Source: an optimization exercise on an open RTL-to-GDS flow (aim: small area). Production flows keep margins and buffers that such runs may drop.
In this exercise RTL edits were held to simulation tests only and were not proved equivalent to the original.
Power is estimated from default activity; no workload was simulated.

==> 10-16 <==
==> flow/design.v <==
module dataPath(
	input IRload,JMPmux, PCload, Meminst, MemWr, Aload, Reset, Clock, Sub,In,
	input [1:0] Asel,
	input [7:0] Input,
	output Aeq0, Apos,
	output [4:0] Address,
	output wire [2:0] IR,
	output [7:0] Output, RAM_Q);
	reg [7:0] ir, a, q;
	reg [4:0] pc;
	reg [7:0] mem [0:31];
	function [7:0] init_val(input integer w);
		case (w)
			0: init_val = 8'b10000000;  1: init_val = 8'b00111110;
			2: init_val = 8'b10000000;  3: init_val = 8'b00111111;
			4: init_val = 8'b00011110;  5: init_val = 8'b01111111;
			6: init_val = 8'b10110000;  7: init_val = 8'b11001100;
			8: init_val = 8'b00011111;  9: init_val = 8'b01111110;
			10: init_val = 8'b00111111; 11: init_val = 8'b11000100;
			12: init_val = 8'b00011110; 13: init_val = 8'b01111111;
			14: init_val = 8'b00111110; 15: init_val = 8'b11000100;
			16: init_val = 8'b00011110; 17: init_val = 8'b11111111;
			default: init_val = 8'b00000000;
		endcase
	endfunction
	wire [4:0] addr_n;
	genvar g, k;
	generate for (g = 0; g < 5; g = g + 1) begin : am
		mux2i u_m(.a0(pc[g]), .a1(ir[g]), .s(Meminst), .y(addr_n[g]));
		inv u_i(.a(addr_n[g]), .y(Address[g]));
	end endgenerate
	assign IR = ir[7:5];
	assign Output = a;
	assign Aeq0 = (a == 8'd0);
	assign Apos = ~a[7];
	assign RAM_Q = q;
	wire [31:0] rsel, wen;
	wire hold;
	dec u_dec(.a(Address), .an(addr_n), .In(In), .MemWr(MemWr), .rsel(rsel), .hold(hold), .wen(wen));
	wire [7:0] d0 = {8{In}} & a;
	wire [7:0] d1 = {8{~In}} | a;
	generate for (g = 0; g < 32; g = g + 1) begin : word
		for (k = 0; k < 8; k = k + 1) begin : b
			always @(posedge Clock)
				if (wen[g])
					mem[g][k] <= (g <= 17 || g >= 30) ? (init_val(g) >> k & 1 ? d1[k] : d0[k]) : a[k];
		end
	end endgenerate
	wire [7:0] q_next;
	generate for (g = 0; g < 8; g = g + 1) begin : rbit
		wire [32:0] d, s;
		for (k = 0; k < 32; k = k + 1) begin : t
			assign d[k] = mem[k][g];
		end
		assign d[32] = q[g];
		assign s = {hold, rsel};
		wire [10:0] nt;
		for (k = 0; k < 11; k = k + 1) begin : a
			aoi222 u(.a1(s[3*k]), .b1(d[3*k]), .a2(s[3*k+1]), .b2(d[3*k+1]), .a3(s[3*k+2]), .b3(d[3*k+2]), .y(nt[k]));
		end
		nand11 n(.x(nt), .y(q_next[g]));
	end endgenerate
	always @(posedge Clock) q <= q_next;
	always @(posedge Clock, posedge Reset)
		if (Reset) ir <= 8'd0;
		else if (IRload) ir <= q;
	wire [4:0] pc_inc;
	wire pc_jmp;
	pcnext u_pc(.pc(pc), .PCload(PCload), .JMPmux(JMPmux), .jmp(pc_jmp), .y(pc_inc));
	always @(posedge Clock, posedge Reset)
		if (Reset) pc <= 5'd0;
		else pc <= pc_jmp ? ir[4:0] : pc_inc;
	wire [7:0] a_next;
	alu u_alu(.a(a), .q(q), .in(Input), .Asel(Asel), .Sub(Sub), .Aload(Aload), .y(a_next));
	always @(posedge Clock, posedge Reset)
		if (Reset) a <= 8'd0;
		else a <= a_next;
endmodule
module dec(input [4:0] a, an, input In, MemWr, output [31:0] rsel, output hold, output [31:0] wen);
	wire [7:0] nhi;
	wire [3:0] nlo_r, nlo_w;
	predec u_pre(.a(a), .an(an), .In(In), .MemWr(MemWr), .nhi(nhi), .nlo_r(nlo_r), .nlo_w(nlo_w), .hold(hold));
	genvar w;
	generate for (w = 0; w < 32; w = w + 1) begin : d
		nor2 u_r(.a(nlo_r[w % 4]), .b(nhi[w / 4]), .y(rsel[w]));
		if (w <= 17 || w >= 30) begin : init
			o21ai u_w(.a1(nlo_w[w % 4]), .a2(nhi[w / 4]), .b1(In), .y(wen[w]));
		end else begin : plain
			nor2 u_w(.a(nlo_w[w % 4]), .b(nhi[w / 4]), .y(wen[w]));
		end
	end endgenerate
endmodule
module predec(input [4:0] a, an, input In, MemWr, output [7:0] nhi, output [3:0] nlo_r, nlo_w, output hold);
	wire mwn;
	genvar j;
	inv u_mw(.a(MemWr), .y(mwn));
	nand2 u_hold(.a(In), .b(mwn), .y(hold));
	generate for (j = 0; j < 8; j = j + 1) begin : h
		nand3 u(.a(j & 1 ? a[2] : an[2]), .b(j & 2 ? a[3] : an[3]), .c(j & 4 ? a[4] : an[4]), .y(nhi[j]));
	end
	for (j = 0; j < 4; j = j + 1) begin : l
		nand4 u_r(.a(In), .b(mwn), .c(j & 1 ? a[0] : an[0]), .d(j & 2 ? a[1] : an[1]), .y(nlo_r[j]));
		nand4 u_w(.a(In), .b(MemWr), .c(j & 1 ? a[0] : an[0]), .d(j & 2 ? a[1] : an[1]), .y(nlo_w[j]));
	end endgenerate
endmodule
module mux2i(input a0, a1, s, output y);
	assign y = ~(s ? a1 : a0);
endmodule
module inv(input a, output y);
	assign y = ~a;
endmodule
module nand2(input a, b, output y);
	assign y = ~(a & b);
endmodule
module nand3(input a, b, c, output y);
	assign y = ~(a & b & c);
endmodule
module nand4(input a, b, c, d, output y);
	assign y = ~(a & b & c & d);
endmodule
module nor2(input a, b, output y);
	assign y = ~(a | b);
endmodule
module o21ai(input a1, a2, b1, output y);
	assign y = ~((a1 | a2) & b1);
endmodule
module alu(input [7:0] a, q, in, input [1:0] Asel, input Sub, Aload, output [7:0] y);
	wire sg, eq, ei, ka;
	alusel u_sel(.Asel(Asel), .Aload(Aload), .Sub(Sub), .sg(sg), .eq(eq), .ei(ei), .ka(ka));
	wire [7:0] c;
	assign c[0] = sg;
	genvar i;
	generate for (i = 0; i < 8; i = i + 1) begin : b
		wire x, qx, yv;
		and2 u_a(.a(a[i]), .b(ka), .y(x));
		xor2 u_x(.a(q[i]), .b(sg), .y(qx));
		ao22 u_y(.a1(qx), .a2(eq), .b1(in[i]), .b2(ei), .y(yv));
		if (i < 7) begin : f
			fadd u_f(.a(x), .b(yv), .ci(c[i]), .s(y[i]), .co(c[i+1]));
		end else begin : l
			wire p;
			xor2 u_p(.a(x), .b(yv), .y(p));
			xor2 u_s(.a(p), .b(c[i]), .y(y[i]));
		end
	end endgenerate
endmodule
module alusel(input [1:0] Asel, input Aload, Sub, output sg, eq, ei, ka);
	wire arith = Aload & ~Asel[1] & ~Asel[0];
	assign sg = Sub & arith;                       
	assign eq = Aload & (Asel[1] | ~Asel[0]);     
	assign ei = Aload & ~Asel[1] & Asel[0];       
	assign ka = ~(Aload & (Asel[1] | Asel[0]));   
endmodule
module and2(input a, b, output y);
	assign y = a & b;
endmodule
module ao22(input a1, a2, b1, b2, output y);
	assign y = (a1 & a2) | (b1 & b2);
endmodule
module pcnext(input [4:0] pc, input PCload, JMPmux, output jmp, output [4:0] y);
	wire inc;
	pcsel u_sel(.PCload(PCload), .JMPmux(JMPmux), .jmp(jmp), .inc(inc));
	wire [5:0] c;
	assign c[0] = inc;
	genvar i;
	generate for (i = 0; i < 5; i = i + 1) begin : b
		if (i < 4) begin : h
			hadd u_h(.a(pc[i]), .b(c[i]), .s(y[i]), .co(c[i+1]));
		end else begin : x
			xor2 u_x(.a(pc[i]), .b(c[i]), .y(y[i]));
		end
	end endgenerate
endmodule
module pcsel(input PCload, JMPmux, output jmp, inc);
	assign jmp = PCload & JMPmux;
	assign inc = PCload & ~JMPmux;
endmodule
module hadd(input a, b, output s, co);
	assign {co, s} = a + b;
endmodule
module xor2(input a, b, output y);
	assign y = a ^ b;
endmodule
module fadd(input a, b, ci, output s, co);
	assign {co, s} = a + b + ci;
endmodule
module aoi222(input a1, b1, a2, b2, a3, b3, output y);
	assign y = ~((a1 & b1) | (a2 & b2) | (a3 & b3));
endmodule
module nand11(input [10:0] x, output y);
	assign y = ~&x;
endmodule
==> flow/flow/run.sh <==
#!/bin/bash
# The standard layout, with these changes: the port buffers are buf_1 cells instead of the
# clkdlybuf4s50_1 that buffer_ports picks by default, the buffers that abc left in the netlist
# are removed before placement, and CTS builds the tree from small clock buffers and adds no
# dummy loads.
set -euo pipefail
export REMOVE_ABC_BUFFERS=1
export BUFFER_PORTS_ARGS="-buffer_cell sky130_fd_sc_hd__buf_1"
export CTS_ARGS="-sink_clustering_enable -repair_clock_nets -buf_list sky130_fd_sc_hd__clkbuf_4 -sink_clustering_size 10 -sink_clustering_max_diameter 60 -dont_use_dummy_load"
bash standard.sh > standard.log 2>&1
==> flow/standard.sh <==
#!/bin/bash
# synth_recipe.tcl (not shown) runs the flow's synth.tcl, then flattens the netlist and writes it again
# the make line also repeats each setting of config.mk as NAME=value (left out here)
make -C /OpenROAD-flow-scripts/flow DESIGN_CONFIG=/design/flow/config.mk WORK_HOME=/design/flow/orfs CLKGATE_MAP_FILE= SYNTH_SCRIPT=/design/flow/synth_recipe.tcl "${@:-finish}"
==> flow/config.mk <==
export PLATFORM = sky130hd
export DESIGN_NAME = dataPath
export DESIGN_NICKNAME = dataPath
export VERILOG_FILES = /design/flow/design.v
export SDC_FILE = /design/flow/constraint.sdc
export NUM_CORES = 4
export LEC_CHECK = 0
export CAP_MARGIN = 0
export CORE_MARGIN = 2
export CORE_UTILIZATION = 80
export GPL_TIMING_DRIVEN = 0
export SETUP_SLACK_MARGIN = 0.05
export SLEW_MARGIN = 0
export SYNTH_HIERARCHICAL = 1
==> flow/constraint.sdc <==
create_clock -name core_clock -period 4.0 [get_ports {Clock}]
set_input_delay 0.8000 -clock core_clock [delete_from_list [all_inputs] [get_ports {Clock}]]
set_output_delay 0.8000 -clock core_clock [all_outputs]
set_load 0.01 [all_outputs]
==> 07-01: changes against 10-16 <==
==> flow/design.v, changed modules only <==
module alu(input [7:0] a, q, in, input [1:0] Asel, input Sub, Aload, output [7:0] y);
	wire sg, eq, ei, ka, arith;
	alusel u_sel(.Asel(Asel), .Aload(Aload), .Sub(Sub), .arith(arith), .sg(sg), .eq(eq), .ei(ei), .ka(ka));
	wire [7:0] c;
	genvar i;
	generate for (i = 0; i < 8; i = i + 1) begin : b
		wire x, yv;
		and2 u_a(.a(a[i]), .b(ka), .y(x));
		if (i == 0) begin : z
			wire m;
			ao22 u_y(.a1(q[i]), .a2(eq), .b1(in[i]), .b2(ei), .y(yv));
			xor2 u_s(.a(x), .b(yv), .y(y[i]));
			mux2c u_m(.a0(Sub), .a1(a[i]), .s(q[i]), .en(arith), .y(c[1]));
		end else begin : n
			wire qx;
			xor2 u_x(.a(q[i]), .b(sg), .y(qx));
			ao22 u_y(.a1(qx), .a2(eq), .b1(in[i]), .b2(ei), .y(yv));
			if (i < 7) begin : f
				fadd u_f(.a(x), .b(yv), .ci(c[i]), .s(y[i]), .co(c[i+1]));
			end else begin : l
				wire p;
				xor2 u_p(.a(x), .b(yv), .y(p));
				xor2 u_s(.a(p), .b(c[i]), .y(y[i]));
			end
		end
	end endgenerate
endmodule
module alusel(input [1:0] Asel, input Aload, Sub, output arith, sg, eq, ei, ka);
	assign arith = Aload & ~Asel[1] & ~Asel[0];     
	assign sg = Sub & arith;                       
	assign eq = Aload & (Asel[1] | ~Asel[0]);     
	assign ei = Aload & ~Asel[1] & Asel[0];       
	assign ka = ~(Aload & (Asel[1] | Asel[0]));   
endmodule
module mux2c(input a0, a1, s, en, output y);
	assign y = en & (s ? a1 : a0);
endmodule
--- a/flow/flow/run.sh
+++ b/flow/flow/run.sh
@@ -6,5 +6,5 @@
 set -euo pipefail
 export REMOVE_ABC_BUFFERS=1
 export BUFFER_PORTS_ARGS="-buffer_cell sky130_fd_sc_hd__buf_1"
-export CTS_ARGS="-sink_clustering_enable -repair_clock_nets -buf_list sky130_fd_sc_hd__clkbuf_4 -sink_clustering_size 10 -sink_clustering_max_diameter 60 -dont_use_dummy_load"
+export CTS_ARGS="-sink_clustering_enable -repair_clock_nets -buf_list sky130_fd_sc_hd__clkbuf_4 -sink_clustering_size 11 -sink_clustering_max_diameter 60 -dont_use_dummy_load"
 bash standard.sh > standard.log 2>&1
- CORE_UTILIZATION: 80 -> 70
==> 10-17: changes against 10-16 <==
==> flow/design.v, changed modules only <==
module dataPath(
	input IRload,JMPmux, PCload, Meminst, MemWr, Aload, Reset, Clock, Sub,In,
	input [1:0] Asel,
	input [7:0] Input,
	output Aeq0, Apos,
	output [4:0] Address,
	output wire [2:0] IR,
	output [7:0] Output, RAM_Q);
	reg [7:0] ir, a, q;
	reg [4:0] pc;
	reg [7:0] mem [0:31];
	function [7:0] init_val(input integer w);
		case (w)
			0: init_val = 8'b10000000;  1: init_val = 8'b00111110;
			2: init_val = 8'b10000000;  3: init_val = 8'b00111111;
			4: init_val = 8'b00011110;  5: init_val = 8'b01111111;
			6: init_val = 8'b10110000;  7: init_val = 8'b11001100;
			8: init_val = 8'b00011111;  9: init_val = 8'b01111110;
			10: init_val = 8'b00111111; 11: init_val = 8'b11000100;
			12: init_val = 8'b00011110; 13: init_val = 8'b01111111;
			14: init_val = 8'b00111110; 15: init_val = 8'b11000100;
			16: init_val = 8'b00011110; 17: init_val = 8'b11111111;
			default: init_val = 8'b00000000;
		endcase
	endfunction
	assign Address = Meminst ? ir[4:0] : pc;
	assign IR = ir[7:5];
	assign Output = a;
	assign Aeq0 = (a == 8'd0);
	assign Apos = ~a[7];
	assign RAM_Q = q;
	wire [31:0] rsel, wen;
	wire hold;
	dec u_dec(.a(Address), .In(In), .MemWr(MemWr), .rsel(rsel), .hold(hold), .wen(wen));
	wire [7:0] d0 = {8{In}} & a;
	wire [7:0] d1 = {8{~In}} | a;
	genvar g, k;
	generate for (g = 0; g < 32; g = g + 1) begin : word
		for (k = 0; k < 8; k = k + 1) begin : b
			always @(posedge Clock)
				if (wen[g])
					mem[g][k] <= (g <= 17 || g >= 30) ? (init_val(g) >> k & 1 ? d1[k] : d0[k]) : a[k];
		end
	end endgenerate
	wire [7:0] q_next;
	generate for (g = 0; g < 8; g = g + 1) begin : rbit
		wire [32:0] d, s;
		for (k = 0; k < 32; k = k + 1) begin : t
			assign d[k] = mem[k][g];
		end
		assign d[32] = q[g];
		assign s = {hold, rsel};
		wire [10:0] nt;
		for (k = 0; k < 11; k = k + 1) begin : a
			aoi222 u(.a1(s[3*k]), .b1(d[3*k]), .a2(s[3*k+1]), .b2(d[3*k+1]), .a3(s[3*k+2]), .b3(d[3*k+2]), .y(nt[k]));
		end
		nand11 n(.x(nt), .y(q_next[g]));
	end endgenerate
	always @(posedge Clock) q <= q_next;
	always @(posedge Clock, posedge Reset)
		if (Reset) ir <= 8'd0;
		else if (IRload) ir <= q;
	always @(posedge Clock, posedge Reset)
		if (Reset) pc <= 5'd0;
		else if (PCload) pc <= JMPmux ? ir[4:0] : pc + 5'd1;
	wire [7:0] a_next;
	alu u_alu(.a(a), .q(q), .in(Input), .Asel(Asel), .Sub(Sub), .Aload(Aload), .y(a_next));
	always @(posedge Clock, posedge Reset)
		if (Reset) a <= 8'd0;
		else a <= a_next;
endmodule
module dec(input [4:0] a, input In, MemWr, output [31:0] rsel, output hold, output [31:0] wen);
	wire [7:0] nhi;
	wire [3:0] nlo_r, nlo_w;
	predec u_pre(.a(a), .In(In), .MemWr(MemWr), .nhi(nhi), .nlo_r(nlo_r), .nlo_w(nlo_w), .hold(hold));
	genvar w;
	generate for (w = 0; w < 32; w = w + 1) begin : d
		nor2 u_r(.a(nlo_r[w % 4]), .b(nhi[w / 4]), .y(rsel[w]));
		if (w <= 17 || w >= 30) begin : init
			o21ai u_w(.a1(nlo_w[w % 4]), .a2(nhi[w / 4]), .b1(In), .y(wen[w]));
		end else begin : plain
			nor2 u_w(.a(nlo_w[w % 4]), .b(nhi[w / 4]), .y(wen[w]));
		end
	end endgenerate
endmodule
module predec(input [4:0] a, input In, MemWr, output [7:0] nhi, output [3:0] nlo_r, nlo_w, output hold);
	wire rd = In & ~MemWr;
	wire wr = In & MemWr;
	assign hold = ~rd;
	genvar j;
	generate for (j = 0; j < 8; j = j + 1) begin : h
		assign nhi[j] = ~(a[4:2] == j);
	end
	for (j = 0; j < 4; j = j + 1) begin : l
		assign nlo_r[j] = ~(rd & (a[1:0] == j));
		assign nlo_w[j] = ~(wr & (a[1:0] == j));
	end endgenerate
endmodule
module alu(input [7:0] a, q, in, input [1:0] Asel, input Sub, Aload, output [7:0] y);
	wire [7:0] sum;
	wire [7:0] c;
	addbit0 u0(.a(a[0]), .q(q[0]), .sub(Sub), .s(sum[0]), .co(c[1]));
	genvar i;
	generate for (i = 1; i < 8; i = i + 1) begin : b
		wire qx;
		xor2 u_x(.a(q[i]), .b(Sub), .y(qx));
		if (i < 7) begin : f
			fadd u_f(.a(a[i]), .b(qx), .ci(c[i]), .s(sum[i]), .co(c[i+1]));
		end else begin : l
			xor3 u_f(.a(a[i]), .b(qx), .c(c[i]), .y(sum[i]));
		end
	end endgenerate
	wire s1, s0;
	alusel u_sel(.Asel(Asel), .Aload(Aload), .s1(s1), .s0(s0));
	generate for (i = 0; i < 8; i = i + 1) begin : m
		mux4 u_m(.d0(a[i]), .d1(q[i]), .d2(in[i]), .d3(sum[i]), .s0(s0), .s1(s1), .y(y[i]));
	end endgenerate
endmodule
module alusel(input [1:0] Asel, input Aload, output s1, s0);
	assign s1 = Aload & ~Asel[1];
	assign s0 = Aload & (Asel[1] | ~Asel[0]);
endmodule
module addbit0(input a, q, sub, output s, co);
	assign s = a ^ q;
	assign co = sub ? (a | ~q) : (a & q);
endmodule
module xor3(input a, b, c, output y);
	assign y = a ^ b ^ c;
endmodule
module mux4(input d0, d1, d2, d3, s0, s1, output y);
	assign y = s1 ? (s0 ? d3 : d2) : (s0 ? d1 : d0);
endmodule
// module mux2i removed
// module inv removed
// module nand2 removed
// module nand3 removed
// module nand4 removed
// module and2 removed
// module ao22 removed
// module pcnext removed
// module pcsel removed
// module hadd removed
==> flow/flow/run.sh (replaced) <==
#!/bin/bash
# The standard layout, with two changes: the port buffers are buf_1 cells instead of the
# clkdlybuf4s50_1 that buffer_ports picks by default, and CTS adds no dummy loads.
set -euo pipefail
export BUFFER_PORTS_ARGS="-buffer_cell sky130_fd_sc_hd__buf_1"
export CTS_ARGS="-sink_clustering_enable -repair_clock_nets -buf_list sky130_fd_sc_hd__clkbuf_8 -sink_clustering_size 18 -sink_clustering_max_diameter 50 -dont_use_dummy_load"
bash standard.sh > standard.log 2>&1
- CORE_UTILIZATION: 80 -> 60
- SETUP_SLACK_MARGIN: 0.05 -> 0.2
==> summary of the runs <==
The lowest total power belongs to 07-01, the highest to 10-17.
Maximum frequency: 10-17 is larger than 10-16 (3.9%).
Clock power: 10-17 > 10-16 > 07-01.
Of 07-01 and 10-16, 07-01 has the higher die area (gap about 14%, measured against 10-16).

re-timing with driven ports:
The results above use ideal ports. As a check the final layouts listed here were re-extracted and re-timed, cells and wires unchanged. Step 1, drivers: a clkbuf_16 drives Clock and a buf_2 each remaining input, both assumed. Step 2 also shifts input and output timing later by t, the mid clock arrival at the registers, as if the neighbouring blocks saw the same clock. a / b / c = ideal ports / drivers / drivers and shift; a / b = the first two.
run | t (ns) | setup slack, ns | clock arrival spread, ns
10-16 | 0.643 | 0.149 / 0.163 / -0.480 | 0.046 / 0.045
07-01 | 0.706 | 0.214 / 0.224 / -0.481 | 0.029 / 0.029
10-17 | 0.572 | 0.294 / 0.294 / -0.167 | 0.066 / 0.066
Met with ideal ports but missed after step 2: setup timing in every run listed. The setup slack of 07-01, which loses most, moves by +0.010 ns with the drivers and by -0.695 ns with both steps.
